What follows belongs to an exercise in optimizing a design on an open flow for small area; a production flow would make more cautious choices. Only simulation tests tie the RTL to the original design; equivalence was not proved.

File: design/flow/config.mk
export PLATFORM = sky130hd
export DESIGN_NAME = simon_pipeline
export DESIGN_NICKNAME = simon_pipeline
export VERILOG_FILES = /design/flow/design.v
export SDC_FILE = /design/flow/constraint.sdc
export NUM_CORES = 4
export LEC_CHECK = 0
export CAP_MARGIN = 5
export CORE_MARGIN = 2
export CORE_UTILIZATION = 70
export PLACE_DENSITY = 0.85
export SLEW_MARGIN = 5
File: design/flow/standard.sh
#!/bin/bash
# synth_recipe.tcl (not shown) runs the flow's synth.tcl, then flattens the netlist and writes it again
# the make line also repeats each setting of config.mk as NAME=value (left out here)
make -C /OpenROAD-flow-scripts/flow DESIGN_CONFIG=/design/flow/config.mk WORK_HOME=/design/flow/orfs CLKGATE_MAP_FILE= SYNTH_SCRIPT=/design/flow/synth_recipe.tcl "${@:-finish}"
File: design/flow/flow/run.sh
#!/bin/bash
# Standard ORFS layout with two changes: ports are buffered with buf_1, and
# CTS builds its tree without dummy balancing loads.
set -euo pipefail
export BUFFER_PORTS_ARGS="-buffer_cell sky130_fd_sc_hd__buf_1"
export CTS_ARGS="-sink_clustering_enable -repair_clock_nets -dont_use_dummy_load -buf_list sky130_fd_sc_hd__clkbuf_8 -sink_clustering_size 19 -sink_clustering_max_diameter 60"
bash standard.sh finish > standard_finish.log 2>&1
File: design/flow/constraint.sdc
create_clock -name core_clock -period 5.0 [get_ports {clk}]
set_input_delay 1.0000 -clock core_clock [delete_from_list [all_inputs] [get_ports {clk}]]
set_output_delay 1.0000 -clock core_clock [all_outputs]
set_load 0.01 [all_outputs]
File: design/flow/design.v
module sigle_block(
    input  [15:0] in_low,
    input  [15:0] in_high,
    output [15:0] out_high
);
    assign out_high = in_low
                    ^ ({in_high[14:0],in_high[15]} & {in_high[7:0],in_high[15:8]})
                    ^ {in_high[13:0],in_high[15:14]};
endmodule
module simon_key(
    input  [63:0]  keytext,
    input          clk, rst,
    output [511:0] key_total
);
    localparam [4:0] S_LOAD = 5'b11110;    
    localparam [4:0] S_DONE = 5'b10110;    
    reg  [4:0] s;
    reg [15:0] c [0:29];
    wire load  = (s == S_LOAD);
    wire shift = (s != S_LOAD) && (s != S_DONE);
    wire [15:0] t   = {c[29][2:0], c[29][15:3]} ^ c[27];
    wire [15:0] gen = c[26] ^ t ^ {t[0], t[15:1]} ^ {15'h7ffe, s[0]};
    wire [15:0] u   = {c[2][2:0], c[2][15:3]} ^ c[0];
    wire [15:0] rk0 = c[3] ^ u ^ {u[0], u[15:1]} ^ 16'hfffd;
    always @(posedge clk) begin
        if (!rst)
            s <= S_LOAD;
        else if (s != S_DONE)
            s <= {s[0] ^ s[1] ^ s[2] ^ s[4], s[4:1]};
    end
    integer j;
    always @(posedge clk) begin
        if (rst && load) begin
            c[26] <= keytext[15:0];
            c[27] <= keytext[31:16];
            c[28] <= keytext[47:32];
            c[29] <= keytext[63:48];
        end else if (rst && shift) begin
            for (j = 0; j < 29; j = j + 1)
                c[j] <= c[j+1];
            c[29] <= gen;
        end
    end
    assign key_total[15:0] = rk0;
    genvar g;
    generate
        for (g = 0; g < 30; g = g + 1) begin : out
            assign key_total[16*g+31:16*g+16] = c[g];
        end
    endgenerate
    assign key_total[511:496] = gen;
endmodule
module simon_pipeline(
    input  [31:0] plaintext,
    input  [63:0] keytext,
    input         clk, rst,
    output reg [31:0] ciphertext
);
    wire [511:0] key_total;
    simon_key key_generate(
        .keytext(keytext),
        .clk(clk),
        .rst(rst),
        .key_total(key_total)
    );
    reg  [15:0] x [0:31];
    reg  [15:0] w [0:31];
    wire [15:0] nx [0:31];
    genvar i;
    generate
        for (i = 0; i < 32; i = i + 1) begin : round
            sigle_block E(
                .in_low(w[i]),
                .in_high(x[i]),
                .out_high(nx[i])
            );
            if (i < 31) begin : st
                always @(posedge clk) begin
                    x[i+1] <= nx[i];
                    w[i+1] <= x[i] ^ key_total[16*(i+1)+15:16*(i+1)];
                end
            end
        end
    endgenerate
    always @(posedge clk) begin
        x[0] <= plaintext[31:16];
        w[0] <= plaintext[15:0] ^ key_total[15:0];
        ciphertext <= {nx[31], x[31]};
    end
endmodule
==> impl_metrics.csv, run 1 <==
group,metric,value,unit
cells_and_area,syn_to_final_growth,5.834,%
cts,h-tree-depth,3,
global_routing,antenna_found_initial,1,
critical_path,critPathRequiredTime,5.47,ns
timing,whs,0.3589,ns
cts,clk_path_buf_depth,3,
placed_design,hpwl,80.83,mm
cells_and_area,layout_commonest_cell,"dfxtp_1",
placed_design,place_ws,1.974,ns
cells_and_area,stdcell_count,4965,
global_routing,use_met1,42.61,%
global_routing,gr-max-usage-layer,"met2",
route,drt-vias-per-instance,5.309,
timing,rsz0062_at_grt,"false",
route,first_pass_iters,5,
timing,worst_slack,2.508,ns
cells_and_area,most-common-layout-cells,"dfxtp_1, xor2_1, xnor2_1",
yosys,synth_cell_types,25,
critical_path,worstPathArrival,2.96,ns
critical_path,path_max_fanout,46,
cts,cts_tree,"done",
global_routing,grt.overflow.total,0,
cts,clkLatencyLatePin,0.73,ns
min_path,hp-class,"input pin to register",
die,initial_core_util,70.88,%
timing,relSlewSlack,28.29,%
timing,setup_violations,0,
global_routing,use_met3,4.200,%
placed_design,io_buffers,129,
min_path,hold_path_depth,1,
route,drcViolationCount,0,
timing,maxSlewViolCount,0,
critical_path,worst_setup_path_end_kind,"register",
timing,finalCriticalPeriod,2.492,ns
route,ant_nets,0,
critical_path,reg2reg_depth,6,
die,core-area,74700,µm²
critical_path,reg2reg_slack,2.51,ns
min_path,hold-path-endpoint,"x[0][3]",
timing,finClkSkew,0.04533,ns
cells_and_area,fin_nets,4096,
die,io_pins,130,
yosys,synth_warnings,7,
cells_and_area,stdcell_area,56040,µm²
critical_path,path_class,"register to register",
yosys,syn_area_per_cell,14.06,µm²
die,dieHeight,279.0,µm
cts,cts_sinks,1541,
timing,fmax,401.2,MHz
critical_path,worstReg2RegEnd,"key_generate.c[28][15]",
cts,postCtsHoldBufs,0,
route,vias,26359,
yosys,ys_seq_area_share,67.34,%
placed_design,dpl.cell_count,4870,
timing,worst_pin_slew,1.076,ns
global_routing,grt_pass1_vias,26437,
die,die_area,77860,µm²
timing,fin_crit_sh,49.85,%
yosys,synth.cell_area,52950,µm²
placed_design,postPlaceCellArea,54740,µm²
placed_design,place_congestion,0.9011,
die,rows,100,
cts,clkTransAtPathRegs,0.12,ns
critical_path,r2r_start,"key_generate.s[0]",
cells_and_area,nFillCells,4780,
critical_path,crit_path_start_kind,"register",
cells_and_area,final_core_util,75.02,%
route,drt-wirelength-per-cell,22.24,µm
yosys,postSynthCellCount,3765,
status,status,"timing/DRC/antenna clean",
yosys,synth_nets,3864,
global_routing,grt_pass1_wl,163.5,mm
cts,cts_buffers,94,
cts,clockRootBuffer,"clkbuf_8",
timing,final-hold-violation-count,0,
cts,cts_resized,0,
cells_and_area,drive_gt1_share,4.355,%
route,drt-initial-drc-count,2394,
cts,cts_setup_buffers,0,
global_routing,track_usage,28.46,%
global_routing,use_met2,44.01,%
global_routing,grt_max_degree,69,
timing,fin_setup_tns,0,ns
run,max_cap_viol_count,0,
min_path,worstHoldStart,"plaintext[19]",
die,die_w,279.0,µm
route,wirelength,110.4,mm
yosys,ys_seq_elements,1541,
-- area by class of cell --
class,instances,area (µm²),area share [%]
antenna,1,2.502,0.004466
clock buffer,94,1294,2.309
inverter,1,3.754,0.006698
multi-input combinational,2217,17230,30.74
sequential,1541,35650,63.63
tap,969,1212,2.164
timing repair buffer,142,644.4,1.150
-- state kept, by name, summed over array words and instances (netlist names) --
register,cells
ciphertext,32
x,512
key_generate.c,480
w,512
key_generate.s,5
-- layer usage --
layer	share of wire [%]	wire length, µm	up-vias
li1	-	-	12370
met1	46	50640	13029
met2	45	50140	802
met3	6.6	7265	158
met4	2.2	2398	0
met5	0	0	-
-- critical path, cell delays in order (launching register included) --
cell,delay [ns]
dfxtp_1,0.35
inv_1,0.06
ha_1,0.18
nand3_1,0.15
nor2_4,0.48
buf_4,0.59
mux2_2,0.41
-- synth_stat cells (all sizes together) --
| master | count | share of area [%] |
|---|---|---|
| a21bo | 1 | 0.019 |
| and2 | 3 | 0.035 |
| buf | 6 | 0.13 |
| dfxtp | 1061 | 40 |
| edfxtp | 480 | 27 |
| ha | 1 | 0.024 |
| inv | 1 | 0.0071 |
| mux2 | 64 | 1.4 |
| mux2i | 1 | 0.019 |
| nand2 | 516 | 3.7 |
| nand2b | 1 | 0.012 |
| nand3 | 1 | 0.0094 |
| nand4b | 1 | 0.017 |
| nor2 | 1 | 0.021 |
| nor2b | 2 | 0.024 |
| o211ai | 2 | 0.028 |
| o21ai | 1 | 0.0094 |
| or2 | 1 | 0.012 |
| xnor2 | 584 | 9.7 |
| xnor3 | 13 | 0.55 |
| xor2 | 1021 | 17 |
| xor3 | 3 | 0.13 |
-- worst max-delay path by stage --
stage | startpoint | endpoint | slack (ns)
after CTS | key_generate.s[0] | key_generate.c[29][8] | 2.50
after global routing | key_generate.s[0] | key_generate.c[28][15] | 2.35
after detailed placement | rst | key_generate.c[28][4] | 1.97
final | key_generate.s[0] | key_generate.c[28][15] | 2.51
after global placement | rst | key_generate.c[29][11] | 1.96
after floorplan | rst | key_generate.c[0][0] | 0.68
-- logic make-up after synthesis --
kind of cell,after synthesis,synth area share (%)
buffers and inverters,7,0.1347
flip-flops,1541,67.34
AO/OA/AOI/OAI,4,0.05670
adder cells (fa/ha/maj),1,0.02363
AND/OR/NAND/NOR,526,3.788
multiplexers,65,1.380
XOR/XNOR,1621,27.28
==> inputs of run 2 (changes only) <==
--- a/design/flow/design.v
+++ b/design/flow/design.v
@@ -16,8 +16,8 @@
     localparam [4:0] S_DONE = 5'b10110;    
     reg  [4:0] s;
     reg [15:0] c [0:29];
-    wire load  = (s == S_LOAD);
-    wire shift = (s != S_LOAD) && (s != S_DONE);
+    wire load = (s == S_LOAD);
+    wire run  = (s != S_DONE);
     wire [15:0] t   = {c[29][2:0], c[29][15:3]} ^ c[27];
     wire [15:0] gen = c[26] ^ t ^ {t[0], t[15:1]} ^ {15'h7ffe, s[0]};
     wire [15:0] u   = {c[2][2:0], c[2][15:3]} ^ c[0];
@@ -30,15 +30,19 @@
     end
     integer j;
     always @(posedge clk) begin
-        if (rst && load) begin
-            c[26] <= keytext[15:0];
-            c[27] <= keytext[31:16];
-            c[28] <= keytext[47:32];
-            c[29] <= keytext[63:48];
-        end else if (rst && shift) begin
-            for (j = 0; j < 29; j = j + 1)
+        if (run) begin
+            for (j = 0; j < 26; j = j + 1)
                 c[j] <= c[j+1];
-            c[29] <= gen;
+            if (load) begin
+                c[26] <= keytext[15:0];
+                c[27] <= keytext[31:16];
+                c[28] <= keytext[47:32];
+                c[29] <= keytext[63:48];
+            end else begin
+                for (j = 26; j < 29; j = j + 1)
+                    c[j] <= c[j+1];
+                c[29] <= gen;
+            end
         end
     end
     assign key_total[15:0] = rk0;
==> run 2 against run 1 <==
  * Via count fell by 0.59%
  * Core utilization barely moved
  * Highest routed layer unchanged
==> impl_metrics.csv, run 2 <==
group,metric,value,unit
status,status,"timing/DRC/antenna clean",
cells_and_area,layout_commonest_cell,"dfxtp_1",
run,max_cap_viol_count,0,
die,die_w,278.8,µm
route,drcViolationCount,0,
cells_and_area,syn_to_final_growth,5.912,%
die,rows,100,
yosys,synth_ff_type,"dfxtp_1",
cts,clockRootBuffer,"clkbuf_8",
critical_path,path_max_fanout,153,
cts,clkLatencyLatePin,0.74,ns
global_routing,grt_pass1_wl,163.5,mm
timing,rsz0062_at_grt,"false",
yosys,synth_cell_types,23,
cts,cts_setup_buffers,0,
yosys,ys_seq_area_share,67.47,%
yosys,synth.most_common_cell,"dfxtp_1",
route,wirelength,108.3,mm
global_routing,grt.overflow.total,0,
cts,h-tree-depth,3,
timing,worst_slack,2.605,ns
yosys,synth_area_leaders,"dfxtp_1, edfxtp_1, xor2_1",
die,io_pins,130,
min_path,hp-class,"input pin to register",
critical_path,worst_setup_path_end_kind,"register",
cells_and_area,fin_nets,4108,
yosys,synth_warnings,7,
yosys,synth_commonest_cells,"dfxtp_1, xor2_1, xnor2_1, nand2_1, edfxtp_1",
global_routing,antenna_found_initial,1,
cells_and_area,most-common-layout-cells,"dfxtp_1, xor2_1, xnor2_1",
critical_path,crit_path_start_kind,"register",
timing,finClkSkew,0.05900,ns
route,first_pass_iters,5,
yosys,synth.top_cell.area_share,40.19,%
global_routing,grt_pass1_vias,27125,
critical_path,cpMaxStageDelayCell,"buf_12",
placed_design,io_buffers,129,
timing,finalCriticalPeriod,2.395,ns
yosys,postSynthCellCount,3779,
route,vias,26203,
die,dieHeight,278.8,µm
yosys,async_reset_ff_share,0,%
critical_path,path_class,"register to register",
cts,cts_buffers,99,
die,core-area,74570,µm²
cts,clkTransAtPathRegs,0.11,ns
critical_path,worst_path_largest_cell_delay,0.58,ns
die,initial_core_util,70.86,%
timing,setup_violations,0,
cts,clk_path_buf_depth,3,
timing,whs,0.3475,ns
timing,maxSlewViolCount,0,
global_routing,track_usage,28.02,%
yosys,syn_area_per_cell,13.98,µm²
placed_design,place_ws,2.706,ns
timing,relSlewSlack,24.10,%
global_routing,grt_max_degree,154,
timing,worst_pin_slew,1.138,ns
timing,fmax,417.5,MHz
die,die_area,77710,µm²
critical_path,critPathRequiredTime,5.36,ns
cells_and_area,drive_gt1_share,4.018,%
cts,cts_sinks,1541,
placed_design,place_congestion,0.8874,
timing,final-hold-violation-count,0,
yosys,synth_edf_count,480,
yosys,ys_seq_elements,1541,
cts,cts_resized,0,
yosys,synth_nets,3878,
critical_path,worstPathArrival,2.76,ns
timing,fin_crit_sh,47.91,%
yosys,synth.cell_area,52840,µm²
route,drt-initial-drc-count,1944,
cells_and_area,top_regs,"w x512, x x512, key_generate.c x480",
min_path,hold_path_depth,1,
critical_path,path_cells,"inv_2 -> ha_4 -> nand4b_1 -> buf_4 -> buf_12",
cts,postCtsHoldBufs,0,
yosys,synth_top_area_cell,"dfxtp_1",
route,drt-wirelength-per-cell,21.76,µm
route,drt-vias-per-instance,5.265,
cells_and_area,nFillCells,4713,
cts,cts_tree,"done",
route,ant_nets,0,
critical_path,reg2reg_depth,5,
placed_design,hpwl,78.45,mm
run 2: changes by cell type in the layout (fill, tap and decap cells not counted), moves of 3 or more:
cell	before	now
a21oi_1	0	15
mux2_1	5	0
buf_12	5	2
xor2_1	1019	1006
clkbuf_8	94	99
nor2_1	0	15
mux2_2	59	48
xnor2_1	583	602
run 2: cell type report:
type	count	area, µm²	share of cell area (%)
repair buffers	137	569.3	1.017
multi-input cells	2228	17160	30.66
diodes	1	2.502	0.004471
inverters	2	7.507	0.01341
clock buffers	99	1363	2.435
flip-flops and latches	1541	35660	63.71
well taps	969	1212	2.166
run 2: final timing paths:
kind | from | endpoint | slack [ns]
min | plaintext[27] | x[0][11] | 0.35
min reg2reg | x[31][12] | ciphertext[12] | 0.37
max reg2reg | key_generate.s[0] | key_generate.c[9][12] | 2.60
max | key_generate.s[0] | key_generate.c[9][12] | 2.60
run 2: metal layers:
metal / track usage (%) / part of all wire (%) / wire length [µm]
met2: 47.94 / 50 / 54100
met4: 7.844 / 2.8 / 2981
met3: 3.389 / 4.4 / 4812
met1: 38.04 / 43 / 46420
met5: 0 / 0 / 0
run 2: logic make-up after synthesis:
group                      Yosys count  share of synthesized area [%]
AOI/OAI and AO/OA                   17                         0.1610
xor gates and xnor gates          1625                          27.37
adders and majority gates            1                        0.02367
buffers and inverters               10                        0.08525
DFF                               1541                          67.47
muxes                               50                          1.061
and+or+nand+nor                    535                          3.829
run 2: metrics by stage:
stage | cells | instance area [µm²] | setup TNS, ns | util (%)
after floorplan | 3779 | 52860 | -6892.44 | -
after global placement | 4877 | 54600 | 0 | 73.22
final | 4977 | 55970 | 0 | 75.05
after global routing | 4977 | 55970 | 0 | 75.05
after CTS | 4976 | 55970 | 0 | 75.05
after detailed placement | 4877 | 54600 | 0 | 73.22
run 2: critical path, delay by kind of cell, from the launching register on:
| kind | cells | cell delay (ns) |
|---|---|---|
| buffers and inverters | 3 | 1.03 |
| DFF | 1 | 0.36 |
| adders and majority gates | 1 | 0.15 |
| and+or+nand+nor | 1 | 0.13 |
==> inputs of run 3 (changes only) <==
==> design/flow/flow/run.sh (replaced) <==
#!/bin/bash
# Standard ORFS layout with two changes: ports are buffered with buf_1, and
# CTS builds its tree without dummy balancing loads.
set -euo pipefail
export BUFFER_PORTS_ARGS="-buffer_cell sky130_fd_sc_hd__buf_1"
export CTS_ARGS="-sink_clustering_enable -repair_clock_nets -dont_use_dummy_load -buf_list sky130_fd_sc_hd__clkbuf_8 -sink_clustering_size 18 -sink_clustering_max_diameter 60"
bash standard.sh finish > standard_finish.log 2>&1
==> run 3 against run 2 <==
  * Still clean on timing, DRC and antenna
  * Wire length hardly changed
  * Final cell count is essentially flat
  * Sequential share of layout area about the same
  * Via count increased by 0.16%
  * Die area unchanged
  * Clock skew down 0.0083 ns
  * Register-to-register slack is essentially flat
  * Count of clock-buffer cells in the layout up 1
  * Non-clock buffer count stayed put
==> impl_metrics.csv, run 3 <==
group,metric,value,unit
status,status,"timing/DRC/antenna clean",
yosys,synth_cell_types,23,
die,die_w,278.8,µm
cts,postCtsHoldBufs,0,
route,drcViolationCount,0,
global_routing,use_met3,3.339,%
global_routing,antenna_found_initial,1,
critical_path,path_class,"register to register",
cts,cts_sinks,1541,
global_routing,gr-max-usage-layer,"met2",
critical_path,cp-startpoint,"key_generate.s[0]",
min_path,hp-class,"input pin to register",
die,dieHeight,278.8,µm
global_routing,use_met1,38.04,%
yosys,ys_seq_area_share,67.47,%
die,core-area,74570,µm²
yosys,synth_edf_count,480,
cts,cts_buffers,100,
global_routing,grt.overflow.total,0,
run,max_cap_viol_count,0,
critical_path,critPathRequiredTime,5.36,ns
yosys,async_reset_ff_share,0,%
critical_path,worst_path_largest_cell_delay,0.57,ns
yosys,postSynthCellCount,3779,
cts,clkTransAtPathRegs,0.10,ns
cts,clockRootBuffer,"clkbuf_8",
cts,clk_path_buf_depth,3,
global_routing,grt_pass1_wl,163.6,mm
yosys,synth_top_area_cell,"dfxtp_1",
route,wirelength,108.3,mm
route,vias,26244,
critical_path,worst_setup_path_end_kind,"register",
die,die_area,77710,µm²
timing,relSlewSlack,23.45,%
yosys,synth.top_cell.area_share,40.19,%
cts,cts_resized,0,
critical_path,r2r_start,"key_generate.s[0]",
placed_design,place_ws,2.706,ns
cells_and_area,most-common-layout-cells,"dfxtp_1, xor2_1, xnor2_1",
yosys,synth_commonest_cells,"dfxtp_1, xor2_1, xnor2_1, nand2_1, edfxtp_1",
die,io_pins,130,
yosys,synth_warnings,7,
yosys,ys_seq_elements,1541,
min_path,hold-path-endpoint,"x[0][8]",
timing,worst_pin_slew,1.148,ns
cts,h-tree-depth,3,
route,first_pass_iters,7,
timing,fin_crit_sh,47.67,%
yosys,synth.cell_area,52840,µm²
critical_path,reg2reg_depth,5,
yosys,synth_ff_type,"dfxtp_1",
min_path,worstHoldStart,"plaintext[24]",
route,drt-wirelength-per-cell,21.76,µm
cells_and_area,layout_commonest_cell,"dfxtp_1",
cells_and_area,syn_to_final_growth,5.938,%
timing,setup_violations,0,
route,ant_nets,0,
route,drt-initial-drc-count,2030,
timing,worst_slack,2.616,ns
global_routing,grt_pass1_vias,27155,
cts,cts_setup_buffers,0,
min_path,hold_path_depth,1,
global_routing,grt_max_degree,154,
critical_path,worstReg2RegEnd,"key_generate.c[2][13]",
timing,maxSlewViolCount,0,
critical_path,path_cells,"inv_2 -> ha_4 -> nand4b_1 -> buf_4 -> buf_12",
die,rows,100,
timing,fmax,419.5,MHz
placed_design,place_congestion,0.8874,
critical_path,path_max_fanout,153,
timing,finClkSkew,0.05072,ns
critical_path,reg2reg_slack,2.62,ns
timing,finalCriticalPeriod,2.384,ns
yosys,syn_area_per_cell,13.98,µm²
cells_and_area,stdcell_area,55980,µm²
yosys,synth_nets,3878,
critical_path,cpMaxStageDelayCell,"buf_12",
critical_path,worstPathArrival,2.74,ns
timing,rsz0062_at_grt,"false",
yosys,synth_area_leaders,"dfxtp_1, edfxtp_1, xor2_1",
die,initial_core_util,70.86,%
timing,final-hold-violation-count,0,
placed_design,hpwl,78.45,mm
cells_and_area,drive_gt1_share,4.042,%
placed_design,io_buffers,129,
cells_and_area,fin_nets,4109,
placed_design,postPlaceCellArea,54600,µm²
timing,whs,0.3526,ns
critical_path,crit_path_start_kind,"register",
cells_and_area,top_regs,"w x512, x x512, key_generate.c x480",
cts,clkLatencyLatePin,0.73,ns
cts,cts_tree,"done",
cells_and_area,nFillCells,4723,
global_routing,track_usage,28.05,%
timing,fin_setup_tns,0,ns
global_routing,use_met2,48.10,%
yosys,synth.most_common_cell,"dfxtp_1",
route,drt-vias-per-instance,5.272,
[run 3: cell counts after synthesis]
Identical to the previous run, type by type.
[run 3: layout make-up]
| class | count | area (µm²) | area share (%) |
|---|---|---|---|
| flip-flops and latches | 1541 | 35660 | 63.69 |
| multi-input cells | 2228 | 17160 | 30.65 |
| clock buffers | 100 | 1376 | 2.458 |
| well taps | 969 | 1212 | 2.166 |
| repair buffers | 137 | 569.3 | 1.017 |
| inverters | 2 | 7.507 | 0.01341 |
| diodes | 1 | 2.502 | 0.004470 |
[run 3: worst max-delay path by stage]
stage | to | slack, ns
final | key_generate.c[2][13] | 2.62
after global routing | key_generate.c[3][9] | 2.50
after CTS | key_generate.c[3][9] | 2.67
after detailed placement | key_generate.c[0][7] | 2.71
after global placement | key_generate.c[1][9] | 2.73
after floorplan | key_generate.c[0][0] | -14.26
[run 3: per-layer routing]
metal | routed length, µm | share of wire, %
met5 | 0 | 0
met3 | 4724 | 4.4
met2 | 54020 | 50
met1 | 46590 | 43
met4 | 2997 | 2.8
[run 3: per-stage QoR]
| stage | util, % | std cells |
|---|---|---|
| after floorplan | - | 3779 |
| after global placement | 73.22 | 4877 |
| after detailed placement | 73.22 | 4877 |
| after CTS | 75.07 | 4977 |
| after global routing | 75.07 | 4978 |
| final | 75.07 | 4978 |
[run 3: kinds of logic after synthesis]
family          Yosys count  share of synthesized area [%]
compound gates           17                         0.1610
mux                      50                          1.061
simple gates            535                          3.829
buf+inv                  10                        0.08525
flops                  1541                          67.47
xor+xnor               1625                          27.37
fa+ha+maj                 1                        0.02367
[run 3: critical path: cells and delay by family (launching register included)]
family	cells	cell delay, ns
adders and majority gates	1	0.15
buffers and inverters	3	1.02
DFF	1	0.36
and+or+nand+nor	1	0.13

-- separate check: timing with driven ports --
The results above use ideal ports. As a check the final layouts listed here were re-extracted and re-timed, cells and wires unchanged.
Step 1, drivers: a clkbuf_16 drives clk and a buf_2 each remaining input, both assumed.
Step 2 moves the port delays by t, midway between the first and last clock arrival at a register: inputs arrive t later, outputs are due t later. That takes back most of the time a late clock gives input paths.
a / b / c = no drivers / after step 1 / after step 2; a / b = the first two.
run	t, ns	setup slack, ns	hold slack, ns	clock arrival spread, ns
run 1	0.770	2.508 / 2.508 / 1.907	0.359 / 0.324 / 0.401	0.050 / 0.050
run 2	0.771	2.605 / 2.605 / 2.605	0.348 / 0.308 / 0.371	0.075 / 0.076
run 3	0.770	2.616 / 2.616 / 2.616	0.353 / 0.313 / 0.407	0.061 / 0.061
After both steps setup and hold are still met in every run listed. The setup slack of run 1, which loses most, moves by 0.000 ns with the drivers and by -0.601 ns with both steps.
